Context: an optimization exercise on an open-source flow, tuned for small area. The choices shown serve that exercise and are no tape-out recipe. RTL that was checked went through simulation tests only; none was proved equivalent to the original. The clock input has no modelled driver; a real chip could not lean on it and would need a root buffer or a full tree. Power figures rest on the tool's default switching activity, not on a simulated workload.

==> job 5416: inputs <==
==> flow/design.v (excerpt) <==
module classifier_top (
  input  wire clk,
  input  wire rst_n,
  input  wire signed [3:0]  x_int4,
  input  wire signed [7:0]  w_int8,
  input  wire new_feat,
  input  wire new_class,
  input  wire [2:0] class_id,
  output reg  signed [19:0] acc20,
  output reg  signed [19:0] max_score,
  output reg  [2:0] max_class
);
  wire en = new_feat & ~new_class;
  wire [3:0] xg = x_int4 & {4{en}};
  wire [19:0] ag = acc20 & {20{~new_class}};
  wire [19:0] sum;
  wire pp1 = (xg[0] & w_int8[0]);
  wire pp2 = (xg[0] & w_int8[1]);
  wire pp3 = (xg[0] & w_int8[2]);
  wire pp4 = (xg[0] & w_int8[3]);
  wire pp5 = (xg[0] & w_int8[4]);
  wire pp6 = (xg[0] & w_int8[5]);
  wire pp7 = (xg[0] & w_int8[6]);
  wire pp8 = ~(xg[0] & w_int8[7]);
  wire pp9 = (xg[1] & w_int8[0]);
  wire pp10 = (xg[1] & w_int8[1]);
  wire pp11 = (xg[1] & w_int8[2]);
  wire pp12 = (xg[1] & w_int8[3]);
  wire pp13 = (xg[1] & w_int8[4]);
  wire pp14 = (xg[1] & w_int8[5]);
  wire pp15 = (xg[1] & w_int8[6]);
  wire pp16 = ~(xg[1] & w_int8[7]);
  wire pp17 = (xg[2] & w_int8[0]);
  wire pp18 = (xg[2] & w_int8[1]);
  wire pp19 = (xg[2] & w_int8[2]);
  wire pp20 = (xg[2] & w_int8[3]);
  wire pp21 = (xg[2] & w_int8[4]);
  wire pp22 = (xg[2] & w_int8[5]);
  wire pp23 = (xg[2] & w_int8[6]);
  wire pp24 = ~(xg[2] & w_int8[7]);
  wire pp25 = ~(xg[3] & w_int8[0]);
  wire pp26 = ~(xg[3] & w_int8[1]);
  wire pp27 = ~(xg[3] & w_int8[2]);
  wire pp28 = ~(xg[3] & w_int8[3]);
  wire pp29 = ~(xg[3] & w_int8[4]);
  wire pp30 = ~(xg[3] & w_int8[5]);
  ...
==> flow/config.mk <==
export PLATFORM = sky130hd
export DESIGN_NAME = classifier_top
export DESIGN_NICKNAME = classifier_top
export VERILOG_FILES = /design/flow/design.v
export SDC_FILE = /design/flow/constraint.sdc
export NUM_CORES = 4
export LEC_CHECK = 0
export ABC_AREA = 1
export CAP_MARGIN = 20
export CORE_MARGIN = 2
export CORE_UTILIZATION = 40
export GPL_TIMING_DRIVEN = 0
export SLEW_MARGIN = 20
export SYNTH_HIERARCHICAL = 1
export SYNTH_MINIMUM_KEEP_SIZE = 0
==> flow/constraint.sdc <==
create_clock -name core_clock -period 6.5 [get_ports {clk}]
set_input_delay 1.3000 -clock core_clock [delete_from_list [all_inputs] [get_ports {clk}]]
set_output_delay 1.3000 -clock core_clock [all_outputs]
set_load 0.01 [all_outputs]
standard.sh (not shown) runs the stock make flow with config.mk's settings and CLKGATE_MAP_FILE= SYNTH_SCRIPT=/design/flow/synth_recipe.tcl, a recipe that flattens the netlist after the stock synthesis.
==> flow/flow/run.sh <==
#!/bin/bash
# Standard ORFS layout (the standard.sh, unchanged synthesis), with the port buffers
# that buffer_ports inserts made sky130_fd_sc_hd__buf_1 instead of the default choice, and
# ORFS's power recovery (downsizing gates off the critical paths) after global routing.
set -euo pipefail
export BUFFER_PORTS_ARGS="-buffer_cell sky130_fd_sc_hd__buf_1"
export RECOVER_POWER=100
bash standard.sh finish > standard_flow.log 2>&1
==> inputs of job 9308, as changes to job 5416 <==
==> flow/flow/run.sh (replaced) <==
#!/bin/bash
# Standard ORFS layout (the standard.sh, unchanged synthesis), with the port buffers
# that buffer_ports inserts made sky130_fd_sc_hd__buf_1 instead of the default choice.
set -euo pipefail
export BUFFER_PORTS_ARGS="-buffer_cell sky130_fd_sc_hd__buf_1"
bash standard.sh finish > standard_flow.log 2>&1
==> run notes <==
| item | job 5416 | job 9308 |
|---|---|---|
| Sequential share of cell area | 30.2% | 29.7% |
| Clock-pin transition on the worst setup and hold timing paths | 0.07 ns | 0.08 ns |
| Power per cell area | 406 nW/µm² | 406 nW/µm² |
| Post-route minimum period | 5.94 ns | 5.94 ns |
| Period Utilization, post-route | 91.4% | 91.3% |
| First-iteration detailed-routing DRC count | 96 | 85 |
| Design area | 3560 µm² | 3620 µm² |
| Result of the run | finished clean | finished clean |
| Max transition margin | 17.2% | 61.1% |
| Max frequency | 168 MHz | 168 MHz |
| Non-clock buffer contribution to total cell area | 7.62% | 8.61% |
| Leakage Power | 1.97 nW | 2.00 nW |
| Number of vias per cell | 4.52 | 4.51 |
No functional check of the RTL was part of any run of this note.

* * *

==> job 3191: inputs <==
classifier_top, a different RTL version from the one above (not shown whole).
==> flow/config.mk <==
export PLATFORM = sky130hd
export DESIGN_NAME = classifier_top
export DESIGN_NICKNAME = classifier_top
export VERILOG_FILES = /design/flow/design.v
export SDC_FILE = /design/flow/constraint.sdc
export NUM_CORES = 4
export LEC_CHECK = 0
export CAP_MARGIN = 20
export CORE_MARGIN = 2
export CORE_UTILIZATION = 40
export GPL_TIMING_DRIVEN = 0
export SLEW_MARGIN = 20
export SYNTH_HIERARCHICAL = 1
export SYNTH_MINIMUM_KEEP_SIZE = 0
==> flow/constraint.sdc <==
create_clock -name core_clock -period 6.5 [get_ports {clk}]
set_input_delay 1.3000 -clock core_clock [delete_from_list [all_inputs] [get_ports {clk}]]
set_output_delay 1.3000 -clock core_clock [all_outputs]
set_load 0.01 [all_outputs]
==> flow/flow/run.sh <==
#!/bin/bash
# The standard layout (standard.sh) with these changes to how the layout is made:
#  - the port buffers that buffer_ports inserts are sky130_fd_sc_hd__buf_1;
#  - clock tree synthesis inserts no dummy loads, and its tree (a root buffer and leaf
#    buffers) is then reduced to 3 leaf buffers (collapse.tcl), each register still clocked
#    through the root and one leaf;
#  - after the standard synthesis (run unchanged), combinational cells that synthesis
#    upsized are set back to their smallest drive strength (downsize.tcl); the floorplan's
#    timing repair and the later repair steps upsize again wherever timing needs it.
# Each tool's output goes to its own log file here.
set -euo pipefail
export BUFFER_PORTS_ARGS="-buffer_cell sky130_fd_sc_hd__buf_1"
export CTS_ARGS="-sink_clustering_enable -repair_clock_nets -dont_use_dummy_load"
export POST_CTS_TCL=$PWD/flow/collapse.tcl CLK_KEEP=3
export CLK_LEAF_CELL=sky130_fd_sc_hd__clkbuf_8 CLK_ROOT_CELL=sky130_fd_sc_hd__clkbuf_4
bash standard.sh synth > synth.log 2>&1
export RESULTS=orfs/results/sky130hd/classifier_top/base
openroad -no_init -exit flow/downsize.tcl > downsize.log 2>&1
bash standard.sh finish > standard_flow.log 2>&1
Other scripts of this flow, unchanged in this note and not shown: flow/flow/collapse.tcl, flow/flow/downsize.tcl
==> job 8049 (differences from job 3191) <==
--- a/flow/flow/run.sh
+++ b/flow/flow/run.sh
@@ -4,6 +4,8 @@
 #  - clock tree synthesis inserts no dummy loads, and its tree (a root buffer and leaf
 #    buffers) is then reduced to 3 leaf buffers (collapse.tcl), each register still clocked
 #    through the root and one leaf;
+#  - the reset port's buffer is made sky130_fd_sc_hd__buf_4 before repair_design (rst.tcl),
+#    since it drives every register's reset;
 #  - after the standard synthesis (run unchanged), combinational cells that synthesis
 #    upsized are set back to their smallest drive strength (downsize.tcl); the floorplan's
 #    timing repair and the later repair steps upsize again wherever timing needs it.
@@ -12,6 +14,7 @@
 export BUFFER_PORTS_ARGS="-buffer_cell sky130_fd_sc_hd__buf_1"
 export CTS_ARGS="-sink_clustering_enable -repair_clock_nets -dont_use_dummy_load"
 export POST_CTS_TCL=$PWD/flow/collapse.tcl CLK_KEEP=3
+export PRE_RESIZE_TCL=$PWD/flow/rst.tcl RST_BUF_CELL=sky130_fd_sc_hd__buf_4
 export CLK_LEAF_CELL=sky130_fd_sc_hd__clkbuf_8 CLK_ROOT_CELL=sky130_fd_sc_hd__clkbuf_4
 bash standard.sh synth > synth.log 2>&1
 export RESULTS=orfs/results/sky130hd/classifier_top/base
==> flow/flow/rst.tcl (new file) <==
# Size the reset input's port buffer for its load (all register resets) up front
set block [ord::get_db_block]
set bt [$block findBTerm rst_n]
set net [$bt getNet]
foreach it [$net getITerms] {
  if {[$it isInputSignal]} {
    set inst [$it getInst]
    puts "rst buffer [$inst getName] [[$inst getMaster] getName] -> $::env(RST_BUF_CELL)"
    replace_cell [$inst getName] $::env(RST_BUF_CELL)
  }
}
- SETUP_SLACK_MARGIN: unset -> -0.45
==> job 5245 (differences from job 3191) <==
--- a/flow/flow/run.sh
+++ b/flow/flow/run.sh
@@ -4,6 +4,8 @@
 #  - clock tree synthesis inserts no dummy loads, and its tree (a root buffer and leaf
 #    buffers) is then reduced to 3 leaf buffers (collapse.tcl), each register still clocked
 #    through the root and one leaf;
+#  - the reset port's buffer is made sky130_fd_sc_hd__buf_4 before repair_design (rst.tcl),
+#    since it drives every register's reset;
 #  - after the standard synthesis (run unchanged), combinational cells that synthesis
 #    upsized are set back to their smallest drive strength (downsize.tcl); the floorplan's
 #    timing repair and the later repair steps upsize again wherever timing needs it.
@@ -12,6 +14,7 @@
 export BUFFER_PORTS_ARGS="-buffer_cell sky130_fd_sc_hd__buf_1"
 export CTS_ARGS="-sink_clustering_enable -repair_clock_nets -dont_use_dummy_load"
 export POST_CTS_TCL=$PWD/flow/collapse.tcl CLK_KEEP=3
+export PRE_RESIZE_TCL=$PWD/flow/rst.tcl RST_BUF_CELL=sky130_fd_sc_hd__buf_4
 export CLK_LEAF_CELL=sky130_fd_sc_hd__clkbuf_8 CLK_ROOT_CELL=sky130_fd_sc_hd__clkbuf_4
 bash standard.sh synth > synth.log 2>&1
 export RESULTS=orfs/results/sky130hd/classifier_top/base
==> flow/flow/rst.tcl (new file) <==
# Size the reset input's port buffer for its load (all register resets) up front
set block [ord::get_db_block]
set bt [$block findBTerm rst_n]
set net [$bt getNet]
foreach it [$net getITerms] {
  if {[$it isInputSignal]} {
    set inst [$it getInst]
    puts "rst buffer [$inst getName] [[$inst getMaster] getName] -> $::env(RST_BUF_CELL)"
    replace_cell [$inst getName] $::env(RST_BUF_CELL)
  }
}
- SETUP_SLACK_MARGIN: unset -> -0.3
==> flow_summary.yaml <==
detailed_routing:
  vias: 2089
final_layout:
  nonClockBufferCount: 61
  final_net_count: 366
power:
  p_sw_share_pct: 47.1
  ir_worst_vdd_mv: 0.196
  p_seq_share_pct: 31.7
timing:
  finalCriticalPeriod_ns: 6.12
status:
  status: "timing/DRC/antenna clean"
That was job 5245.
==> flow_summary.yaml <==
power:
  p_sw_share_pct: 47.5
  p_seq_share_pct: 31.4
  ir_worst_vdd_mv: 0.199
  sequentialPower_w: 0.000481
final_layout:
  nonClockBufferCount: 62
  largest_class: "multi-input gates"
  final_net_count: 367
status:
  status: "timing/DRC/antenna clean"
setup_path:
  ff2ff_setup_slack_ns: 0.77
That was job 3191.
==> flow_summary.yaml <==
final_layout:
  final_net_count: 366
  nonClockBufferCount: 61
  nFillCells: 661
detailed_routing:
  vias: 2095
power:
  p_sw_share_pct: 47.2
  p_seq_share_pct: 31.7
  ir_worst_vdd_mv: 0.197
setup_path:
  required_ns: 6.72
timing:
  finalCriticalPeriod_ns: 6.25
grt:
  grt_max_degree: 44
status:
  status: "timing/DRC/antenna clean"
That was job 8049.

* * *

==> run a <==
classifier_top, a different RTL version from the one above (not shown whole).
Settings: LEC_CHECK=0, CAP_MARGIN=20, CORE_MARGIN=2, CORE_UTILIZATION=40, GPL_TIMING_DRIVEN=0, SLEW_MARGIN=20, SYNTH_HIERARCHICAL=1, SYNTH_MINIMUM_KEEP_SIZE=0; clock period 6.5 ns.
==> flow/flow/run.sh <==
#!/bin/bash
# The standard layout (standard.sh) with two changes to how the layout is made:
#  - the port buffers that buffer_ports inserts are sky130_fd_sc_hd__buf_1;
#  - after the standard synthesis (run unchanged), combinational cells that synthesis
#    upsized are set back to their smallest drive strength (downsize.tcl); the floorplan's
#    timing repair and the later repair steps upsize again wherever timing needs it.
# Each tool's output goes to its own log file here.
set -euo pipefail
export BUFFER_PORTS_ARGS="-buffer_cell sky130_fd_sc_hd__buf_1"
export CTS_ARGS="-sink_clustering_enable -repair_clock_nets -dont_use_dummy_load -buf_list sky130_fd_sc_hd__clkbuf_16 -root_buf sky130_fd_sc_hd__clkbuf_16 -sink_clustering_size 50 -sink_clustering_max_diameter 500"
bash standard.sh synth > synth.log 2>&1
export RESULTS=orfs/results/sky130hd/classifier_top/base
openroad -no_init -exit flow/downsize.tcl > downsize.log 2>&1
bash standard.sh finish > standard_flow.log 2>&1
==> flow/flow/downsize.tcl <==
# Set every combinational cell of the synthesized netlist to its smallest-area variant of
# the same function (e.g. nor2b_4 -> nor2b_1). Registers, buffers and tie cells are kept.
set results $::env(RESULTS)
read_db $results/1_synth.odb
read_liberty $::env(FLOW_HOME)/platforms/sky130hd/lib/sky130_fd_sc_hd__tt_025C_1v80.lib
set db [ord::get_db]
set block [[$db getChip] getBlock]
set n 0
foreach inst [$block getInsts] {
  set m [[$inst getMaster] getName]
  if {![regexp {^sky130_fd_sc_hd__([a-z0-9]+)_([0-9]+)$} $m -> base size]} { continue }
  if {[regexp {^(df|edf|sdf|dl|buf|clkbuf|clkdly|dlygate|dlymetal|conb|tap|fill|decap|diode|lpflow|probe)} $base]} { continue }
  set best $m
  set best_area [[$inst getMaster] getWidth]
  foreach s {0 1 2} {
    set cand "sky130_fd_sc_hd__${base}_$s"
    set cm [$db findMaster $cand]
    if {$cm == "NULL" || $cand == $m} { continue }
    if {[get_lib_cells -quiet $cand] == ""} { continue }
    if {[$cm getWidth] < $best_area} {
      set best $cand
      set best_area [$cm getWidth]
    }
  }
  if {$best != $m} {
    puts "[$inst getName]: $m -> $best"
    replace_cell [$inst getName] $best
    incr n
  }
}
puts "downsized $n cells"
write_db $results/1_synth.odb
==> run b: changes against run a <==
--- a/flow/flow/run.sh
+++ b/flow/flow/run.sh
@@ -9,3 +9,3 @@
 export BUFFER_PORTS_ARGS="-buffer_cell sky130_fd_sc_hd__buf_1"
-export CTS_ARGS="-sink_clustering_enable -repair_clock_nets -dont_use_dummy_load -buf_list sky130_fd_sc_hd__clkbuf_16 -root_buf sky130_fd_sc_hd__clkbuf_16 -sink_clustering_size 50 -sink_clustering_max_diameter 500"
+export CTS_ARGS="-sink_clustering_enable -repair_clock_nets -dont_use_dummy_load -buf_list sky130_fd_sc_hd__clkbuf_8 -root_buf sky130_fd_sc_hd__clkbuf_8 -sink_clustering_size 25"
 bash standard.sh synth > synth.log 2>&1
==> comparison table <==
metric	run b	run a
Fraction of the core area covered by cells at the end of the flow	47.1%	47.9%
Final critical path time including I/O delays and setup	5980 ps	5900 ps
Internal power contribution	0.000855 W	0.000922 W
Share of the cycle needed by the critical path after routing	91.9%	90.8%
Standby leakage power	1.46 nW	1.48 nW
Max Clock Skew	3.39 ps	3.24 ps
Maximum frequency from static timing analysis	0.167 GHz	0.170 GHz
Combinational power	0.000853 W	0.000854 W
Clock group total power	0.000153 W	0.000226 W
Fraction of final layout cells with drive strength greater than 1	2.23%	2.51%
CP Data Required Time	6720 ps	6710 ps
Detailed Routing Iterations Pass 1	6	4
Worst slack on hold paths	499 ps	494 ps
Post-route cell area	3380 um2	3440 um2
GR Layer Usage met2	29.2%	28.7%
Result of the run	timing/DRC/antenna clean	timing/DRC/antenna clean
Function was not checked in any run of this note: the RTL went through the layout flow alone.

* * *

==> inputs of 11-09 <==
Another version of the RTL of classifier_top (not shown whole).
Settings: LEC_CHECK=0, ABC_AREA=1, CAP_MARGIN=20, CORE_MARGIN=2, CORE_UTILIZATION=40, GPL_TIMING_DRIVEN=0, SLEW_MARGIN=20; clock period 6.5 ns.
==> flow/flow/run.sh <==
#!/bin/bash
# Standard ORFS layout (the standard.sh, unchanged synthesis), with the port buffers
# that buffer_ports inserts made sky130_fd_sc_hd__buf_1 instead of the default choice.
set -euo pipefail
export BUFFER_PORTS_ARGS="-buffer_cell sky130_fd_sc_hd__buf_1"
bash standard.sh finish > standard_flow.log 2>&1
==> 03-19: changes against 11-09 <==
==> flow/flow/run.sh (replaced) <==
#!/bin/bash
# Standard ORFS layout (the standard.sh, unchanged synthesis), with the port buffers
# that buffer_ports inserts made sky130_fd_sc_hd__buf_1 instead of the default choice, and
# ORFS's power recovery (downsizing gates off the critical paths) after global routing.
set -euo pipefail
export BUFFER_PORTS_ARGS="-buffer_cell sky130_fd_sc_hd__buf_1"
export RECOVER_POWER=100
bash standard.sh finish > standard_flow.log 2>&1
==> 11-17: changes against 11-09 <==
==> flow/run.sh (new file) <==
#!/bin/bash
# synth_recipe.tcl (not shown) runs the flow's synth.tcl, then flattens the netlist and writes it again
# the make line also repeats each setting of config.mk as NAME=value (left out here)
make -C /OpenROAD-flow-scripts/flow DESIGN_CONFIG=/design/flow/config.mk WORK_HOME=/design/flow/orfs CLKGATE_MAP_FILE= SYNTH_SCRIPT=/design/flow/synth_recipe.tcl finish
--- a/flow/config.mk
+++ b/flow/config.mk
@@ -11,3 +11,2 @@
 export CORE_UTILIZATION = 40
-export GPL_TIMING_DRIVEN = 0
 export SLEW_MARGIN = 20
removed: flow/flow/run.sh
removed: flow/standard.sh
==> comparison <==
- 11-17 completed without violations. 03-19 ran to the end with violations: capacitance limit, slew limit. 11-09 finished clean.
- Synthesized area is the same in 11-17 and 11-09.
- Clock power is about the same in 11-09 and 03-19.
- In sequential cell count, 03-19 and 11-17 do not differ.
- Against 03-19, the clock-buffer cell count of 11-17 is higher by 2.
- Against 03-19, the register-to-register slack of 11-09 is lower by 20 ps.
- Cell count: 11-17 is higher than 03-19 (2.8%).
- Critical path depth, highest first: 11-09, 03-19, 11-17.
- Against 11-09, the fmax of 11-17 is lower by 0.97%.
- The lowest worst hold slack belongs to 03-19, the highest to 11-17.

==> what the ideal ports hide <==
Ports are ideal in the flow. The routed layouts listed here were re-timed in OpenROAD. Step 1: set_driving_cell puts a clkbuf_16 on clk and a buf_2 on each other input, an assumption about the parent block. Step 2 times the ports against the registers' clock, not the clock port: input delays grow and output delays shrink by t, the midpoint of the rising clock arrivals with the driver on. Three values: no drivers, after step 1, after step 2; two values: the first two.
run	t, ns	setup WS [ns]	latest minus earliest clock arrival (ns)	worst register clock-pin slew, ns	worst slew at a driven data input, ns
job 5416	0.319	0.559 / 0.555 / 0.236	0.003 / 0.003	0.08 / 0.08	0.03
job 9308	0.320	0.564 / 0.560 / 0.240	0.003 / 0.004	0.08 / 0.08	0.04
job 3191	0.349	0.616 / 0.616 / 0.268	0.025 / 0.025	0.11 / 0.11	0.03
job 8049	0.351	0.254 / 0.256 / -0.095	0.027 / 0.027	0.11 / 0.11	0.03
job 5245	0.351	0.381 / 0.382 / 0.032	0.026 / 0.027	0.11 / 0.11	0.03
run a	0.307	0.601 / 0.604 / 0.297	0.003 / 0.003	0.05 / 0.05	0.03
run b	0.318	0.524 / 0.525 / 0.207	0.003 / 0.004	0.08 / 0.08	0.03
11-09	0.324	0.221 / 0.211 / -0.112	0.004 / 0.003	0.08 / 0.08	0.05
03-19	0.324	0.242 / 0.232 / -0.092	0.003 / 0.002	0.08 / 0.08	0.05
11-17	0.317	0.159 / 0.164 / -0.153	0.003 / 0.004	0.08 / 0.08	0.04
